Source: an optimization exercise on an open RTL-to-GDS flow (aim: small area, a short achievable clock period and few clock cycles per item). Production flows keep margins and buffers that such runs may drop.
In this exercise RTL edits were held to simulation tests only and were not proved equivalent to the original.
Power and IR drop assume default switching activity.

==> inputs of run D <==
// MUL_radix_4
module MUL_radix_4 (
  input clock, reset,
  input flush,
  output in_ready,
  input in_valid,
  input [1:0] in_sign,
  input [31:0] in_a, in_b,
  input out_ready,
  output out_valid,
  output [63:0] out_prod
);
==> flow/config.mk <==
export PLATFORM = sky130hd
export DESIGN_NAME = MUL_radix_4
export DESIGN_NICKNAME = MUL_radix_4
export VERILOG_FILES = /design/flow/design.v
export SDC_FILE = /design/flow/constraint.sdc
export NUM_CORES = 4
export LEC_CHECK = 0
export CAP_MARGIN = 20
export CORE_MARGIN = 2
export CORE_UTILIZATION = 45
export SETUP_SLACK_MARGIN = 4.3
export SLEW_MARGIN = 20
export SYNTH_HIERARCHICAL = 1
export BUFFER_PORTS_ARGS = -buffer_cell sky130_fd_sc_hd__buf_4
==> flow/constraint.sdc <==
create_clock -name core_clock -period 8.0 [get_ports {clock}]
set_input_delay 1.6000 -clock core_clock [delete_from_list [all_inputs] [get_ports {clock}]]
set_output_delay 1.6000 -clock core_clock [all_outputs]
set_load 0.01 [all_outputs]
standard.sh (not shown) runs the stock make flow with config.mk's settings and CLKGATE_MAP_FILE= SYNTH_SCRIPT=/design/flow/synth_recipe.tcl, a recipe that flattens the netlist after the stock synthesis.
==> flow/flow/run.sh <==
#!/bin/bash
# The standard layout (standard.sh, unchanged synthesis), with the port buffers that
# buffer_ports inserts made plain buf_4 cells instead of its default delay-cell choice.
set -euo pipefail
echo 'export BUFFER_PORTS_ARGS = -buffer_cell sky130_fd_sc_hd__buf_4' >> config.mk
bash standard.sh > standard.log 2>&1
==> run Y: changes against run D <==
==> flow/flow/run.sh (replaced) <==
#!/bin/bash
# The standard layout (standard.sh, unchanged synthesis), with the port buffers that
# buffer_ports inserts made plain buf_2 cells instead of its default delay-cell choice.
set -euo pipefail
echo 'export BUFFER_PORTS_ARGS = -buffer_cell sky130_fd_sc_hd__buf_2' >> config.mk
bash standard.sh > standard.log 2>&1
Settings changed: BUFFER_PORTS_ARGS -buffer_cell sky130_fd_sc_hd__buf_4 to -buffer_cell sky130_fd_sc_hd__buf_2, CORE_UTILIZATION 45 to 55, TNS_END_PERCENT from default to 10.
==> run E: changes against run D <==
==> flow/flow/run.sh (replaced) <==
#!/bin/bash
# The standard layout (standard.sh, unchanged synthesis), with the port buffers that
# buffer_ports inserts made plain buf_2 cells instead of its default delay-cell choice.
set -euo pipefail
echo 'export BUFFER_PORTS_ARGS = -buffer_cell sky130_fd_sc_hd__buf_2' >> config.mk
bash standard.sh > standard.log 2>&1
Settings changed: BUFFER_PORTS_ARGS -buffer_cell sky130_fd_sc_hd__buf_4 to -buffer_cell sky130_fd_sc_hd__buf_2, CORE_UTILIZATION 45 to 35, TNS_END_PERCENT from default to 10.
==> run A: changes against run D <==
Settings changed: CORE_UTILIZATION 45 to 55, TNS_END_PERCENT from default to 10.
==> summary of the runs <==
- Run D finished clean. Run Y completed with no timing, DRC or antenna violations. Run A produced a clean layout. Run E completed without violations.
- Count of clock-buffer cells in the layout, highest first: run D, run E, run A, run Y.
- Global-route usage, highest first: run Y, run A, run D, run E.
- Utilization, lowest first: run E, run D, run Y, run A.
- Routed wire length, lowest first: run A, run E, run Y, run D.
- In run D the final cell count is smaller than in run E, by 6.2%.
- Between run E and run Y, the lower first-iteration DRC count is in run Y (gap 0.29%, measured against run Y).
- Sequential cell count is the same in run E and run A.
Testbench counts of run D, summed over its fixed seeds: cycles 536, items 512.
Testbench counts of run Y, summed over its fixed seeds: cycles 536, items 512.
Testbench counts of run E, summed over its fixed seeds: cycles 536, items 512.
Testbench counts of run A, summed over its fixed seeds: cycles 536, items 512.


==> violet: inputs <==
MUL_radix_4, a different RTL version from the one above (not shown whole).
// MUL_radix_4
module MUL_radix_4 (
  input clock, reset,
  input flush,
  output in_ready,
  input in_valid,
  input [1:0] in_sign,
  input [31:0] in_a, in_b,
  input out_ready,
  output out_valid,
  output [63:0] out_prod
);
==> flow/config.mk <==
export PLATFORM = sky130hd
export DESIGN_NAME = MUL_radix_4
export DESIGN_NICKNAME = MUL_radix_4
export VERILOG_FILES = /design/flow/design.v
export SDC_FILE = /design/flow/constraint.sdc
export NUM_CORES = 4
export LEC_CHECK = 0
export CAP_MARGIN = 20
export CORE_MARGIN = 2
export CORE_UTILIZATION = 32
export SETUP_SLACK_MARGIN = 4.3
export SLEW_MARGIN = 20
export SYNTH_HIERARCHICAL = 1
export TNS_END_PERCENT = 10
export BUFFER_PORTS_ARGS = -buffer_cell sky130_fd_sc_hd__buf_2
==> flow/constraint.sdc <==
create_clock -name core_clock -period 8.0 [get_ports {clock}]
set_input_delay 1.6000 -clock core_clock [delete_from_list [all_inputs] [get_ports {clock}]]
set_output_delay 1.6000 -clock core_clock [all_outputs]
set_load 0.01 [all_outputs]
==> flow/flow/run.sh <==
#!/bin/bash
# The standard layout (standard.sh, unchanged synthesis), with the port buffers that
# buffer_ports inserts made plain buf_2 cells instead of its default delay-cell choice.
set -euo pipefail
echo 'export BUFFER_PORTS_ARGS = -buffer_cell sky130_fd_sc_hd__buf_2' >> config.mk
bash standard.sh > standard.log 2>&1
==> nickel: changes against violet <==
Settings changed: CORE_UTILIZATION 32 to 22.
==> qor.txt <==
Int Power -> 9230 uW
Inserted Diodes -> 3
M2 GR Usage -> 32.2%
CTS resizes -> 28
Worst path max stage delay -> 0.55 ns
Met1 Use GR -> 27.9%
GRT Util Overall -> 20.8%
Die height -> 328 um
Final WL -> 115,000 um
Die footprint -> 107,000 sq um
Status -> finished clean
P_seq -> 3580 uW
First-pass GRT wire length -> 172,000 um
Source of the figures above: violet

==> qor.txt <==
Status -> finished clean
Die height -> 394 um
Final WL -> 121,000 um
Crit-path slowest cell -> fa_1
Vias in the first global route -> 26,700
GRT Util Overall -> 15.0%
Worst path max stage delay -> 0.59 ns
M2 GR Usage -> 22.7%
First-pass GRT wire length -> 179,000 um
CTS resizes -> 22
Die footprint -> 155,000 sq um
P_seq -> 3650 uW
Source of the figures above: nickel

Testbench counts of violet, summed over its fixed seeds: cycles 536, items 512.
Testbench counts of nickel, summed over its fixed seeds: cycles 536, items 512.


==> job 3331: inputs <==
Starting RTL as in the previous note.
## MUL_radix_4
module MUL_radix_4 (
  input clock, reset,
  input flush,
  output in_ready,
  input in_valid,
  input [1:0] in_sign,
  input [31:0] in_a, in_b,
  input out_ready,
  output out_valid,
  output [63:0] out_prod
);
  reg v0, v1, v2;
  reg full;               
  wire en2 = ~v2 | out_ready;
  wire en1 = ~v1 | en2;
  wire en0 = ~v0 | en1;
  assign in_ready = ~full | out_ready;
  assign out_valid = v2;
  wire kill = reset | flush;
  wire v0n = ~kill & (en0 ? in_valid : v0);
  wire v1n = ~kill & (en1 ? v0 : v1);
  wire v2n = ~kill & (en2 ? v1 : v2);
  always @(posedge clock) begin
    v0 <= v0n;
    v1 <= v1n;
    v2 <= v2n;
    full <= v0n & v1n & v2n;
  end
  wire sa_in = in_sign[1] & in_a[31];
  wire sb_in = in_sign[0] & in_b[31];
  wire [34:0] ae_in = {{3{sa_in}}, in_a};
  wire [34:0] ae2_in = {ae_in[33:0], 1'b0};
  wire [34:0] a3_in;
  wire [34:0] tg0 = ae_in & ae2_in, tp0 = ae_in ^ ae2_in;
  wire tG1 = tg0[1] | (tp0[1] & tg0[0]); wire tP1 = tp0[1] & tp0[0];
  wire tG2 = tg0[3] | (tp0[3] & tg0[2]); wire tP2 = tp0[3] & tp0[2];
  ...
Settings: LEC_CHECK=0, CAP_MARGIN=20, CORE_MARGIN=2, CORE_UTILIZATION=32, SETUP_SLACK_MARGIN=4.45, SLEW_MARGIN=20, SYNTH_HIERARCHICAL=1, TNS_END_PERCENT=10, BUFFER_PORTS_ARGS=-buffer_cell sky130_fd_sc_hd__buf_2; clock period 8.0 ns.
Scripts as last shown in full above: flow/flow/run.sh
==> job 5091 (differences from job 3331) <==
- CORE_UTILIZATION: 32 -> 27
- SETUP_SLACK_MARGIN: 4.45 -> 4.3
==> job 2622 (differences from job 3331) <==
- CORE_UTILIZATION: 32 -> 25
- SETUP_SLACK_MARGIN: 4.45 -> 4.2
==> qor.yml <==
outcome:
  outcome: "complete, no violations"
global_route:
  grt_pass1_vias: 26472
worst_setup_path:
  r2r_setup_slack_ps: 4240
  crit_path_start: "sel3[5]"
  cp_max_fo: 18
  cp.arrival_ps: 4070
  worstRegToRegCells: 9
detailed_routing:
  dr_wl_met2_um: 51500
  wl_per_cell_um: 26.9
  met1Wirelength_um: 47200
pwr:
  pwr-share-clk_pct: 11.0
  p_seq_share_pct: 20.8
sta:
  post-route-period-util_pct: 47.0
placed_design:
  place_ws_ps: 2780
floorplan:
  taps: 1380
min_path:
  whs_path_depth: 0
-- figures above: job 3331

==> qor.yml <==
outcome:
  outcome: "complete, no violations"
sta:
  hold_violations: 0
  post-route-period-util_pct: 46.6
  fin_hold_ws_ps: 513
worst_setup_path:
  worst-path-buf-inv: 0
  worstRegToRegCells: 7
  r2r_setup_slack_ps: 4270
  cp.arrival_ps: 4030
  cp_max_fo: 11
detailed_routing:
  wl_per_cell_um: 25.4
  dr_wl_met2_um: 51100
  met1Wirelength_um: 47300
pwr:
  pwr-share-clk_pct: 10.4
  p_seq_share_pct: 21.9
  p_seq_uw: 3640
min_path:
  whs_path_depth: 2
synthesis:
  synth_area_mm2: 0.0335
  yosys-top-cells-area: "edfxtp_1 29%, fa_1 17%, xnor2_1 11%"
final_layout:
  final-clk-cell-share_pct: 3.18
  reg_top3: "c0 x64, prod x64, c1 x62"
placed_design:
  place_ws_ps: 2840
global_route:
  grt_pass1_vias: 26613
-- figures above: job 5091

==> qor.yml <==
worst_setup_path:
  crit_path_start: "a3[5]"
  cp_max_fo: 11
  cp.arrival_ps: 4090
  r2r_setup_slack_ps: 4200
  worstRegToRegCells: 7
floorplan:
  taps: 1768
synthesis:
  netlist.area_leader.share_pct: 29.4
sta:
  post-route-period-util_pct: 47.5
global_route:
  grt_pass1_vias: 26528
pwr:
  pwr-share-clk_pct: 10.6
  p_seq_share_pct: 22.0
placed_design:
  dpl_cell_area_mm2: 0.0355
final_layout:
  buffers: 304
detailed_routing:
  dr_wl_met2_um: 51900
outcome:
  outcome: "complete, no violations"
min_path:
  whs_path_depth: 2
-- figures above: job 2622

Testbench counts of job 3331, summed over its fixed seeds: cycles 536, items 512.
Testbench counts of job 5091, summed over its fixed seeds: cycles 536, items 512.
Testbench counts of job 2622, summed over its fixed seeds: cycles 536, items 512.

port drivers added, routing unchanged:
How much do the figures lean on ideal ports? The routed layouts below were timed once more, with nothing changed but the port constraints. Step 1 (the two cells are an assumption about what drives the block):
set clk [get_ports {clock}]
set_driving_cell -lib_cell sky130_fd_sc_hd__clkbuf_16 $clk
set_driving_cell -lib_cell sky130_fd_sc_hd__buf_2 [delete_from_list [all_inputs] $clk]
Step 2, shift: input delay + t, output delay - t, t = (earliest + latest rising clock arrival at the registers) / 2. This alone moves slack from input paths to output paths. Slacks: ideal ports / drivers / drivers and shift; pairs: ideal ports / drivers.
run	t, ns	setup WS [ns]	clock arrival spread, ns	worst data-port slew with drivers (ns)	cell pins on the clock port's net
run D	0.634	4.203 / 4.203 / 3.727	0.045 / 0.044	0.07	1
run Y	0.633	4.166 / 4.166 / 3.629	0.023 / 0.023	0.06	1
run E	0.657	4.210 / 4.210 / 3.651	0.022 / 0.022	0.08	1
run A	0.623	4.129 / 4.129 / 3.639	0.027 / 0.028	0.05	1
violet	0.647	4.262 / 4.262 / 3.686	0.029 / 0.029	0.13	1
nickel	0.673	4.283 / 4.259 / 3.586	0.026 / 0.027	0.19	1
job 3331	0.649	4.236 / 4.236 / 3.702	0.032 / 0.032	0.13	1
job 5091	0.651	4.272 / 4.272 / 3.754	0.031 / 0.031	0.14	1
job 2622	0.631	4.201 / 4.201 / 3.740	0.037 / 0.037	0.15	1
After both steps every run listed still meets setup and hold. For nickel, which loses most, drivers alone change the setup slack by -0.024 ns; drivers and shift together by -0.697 ns.
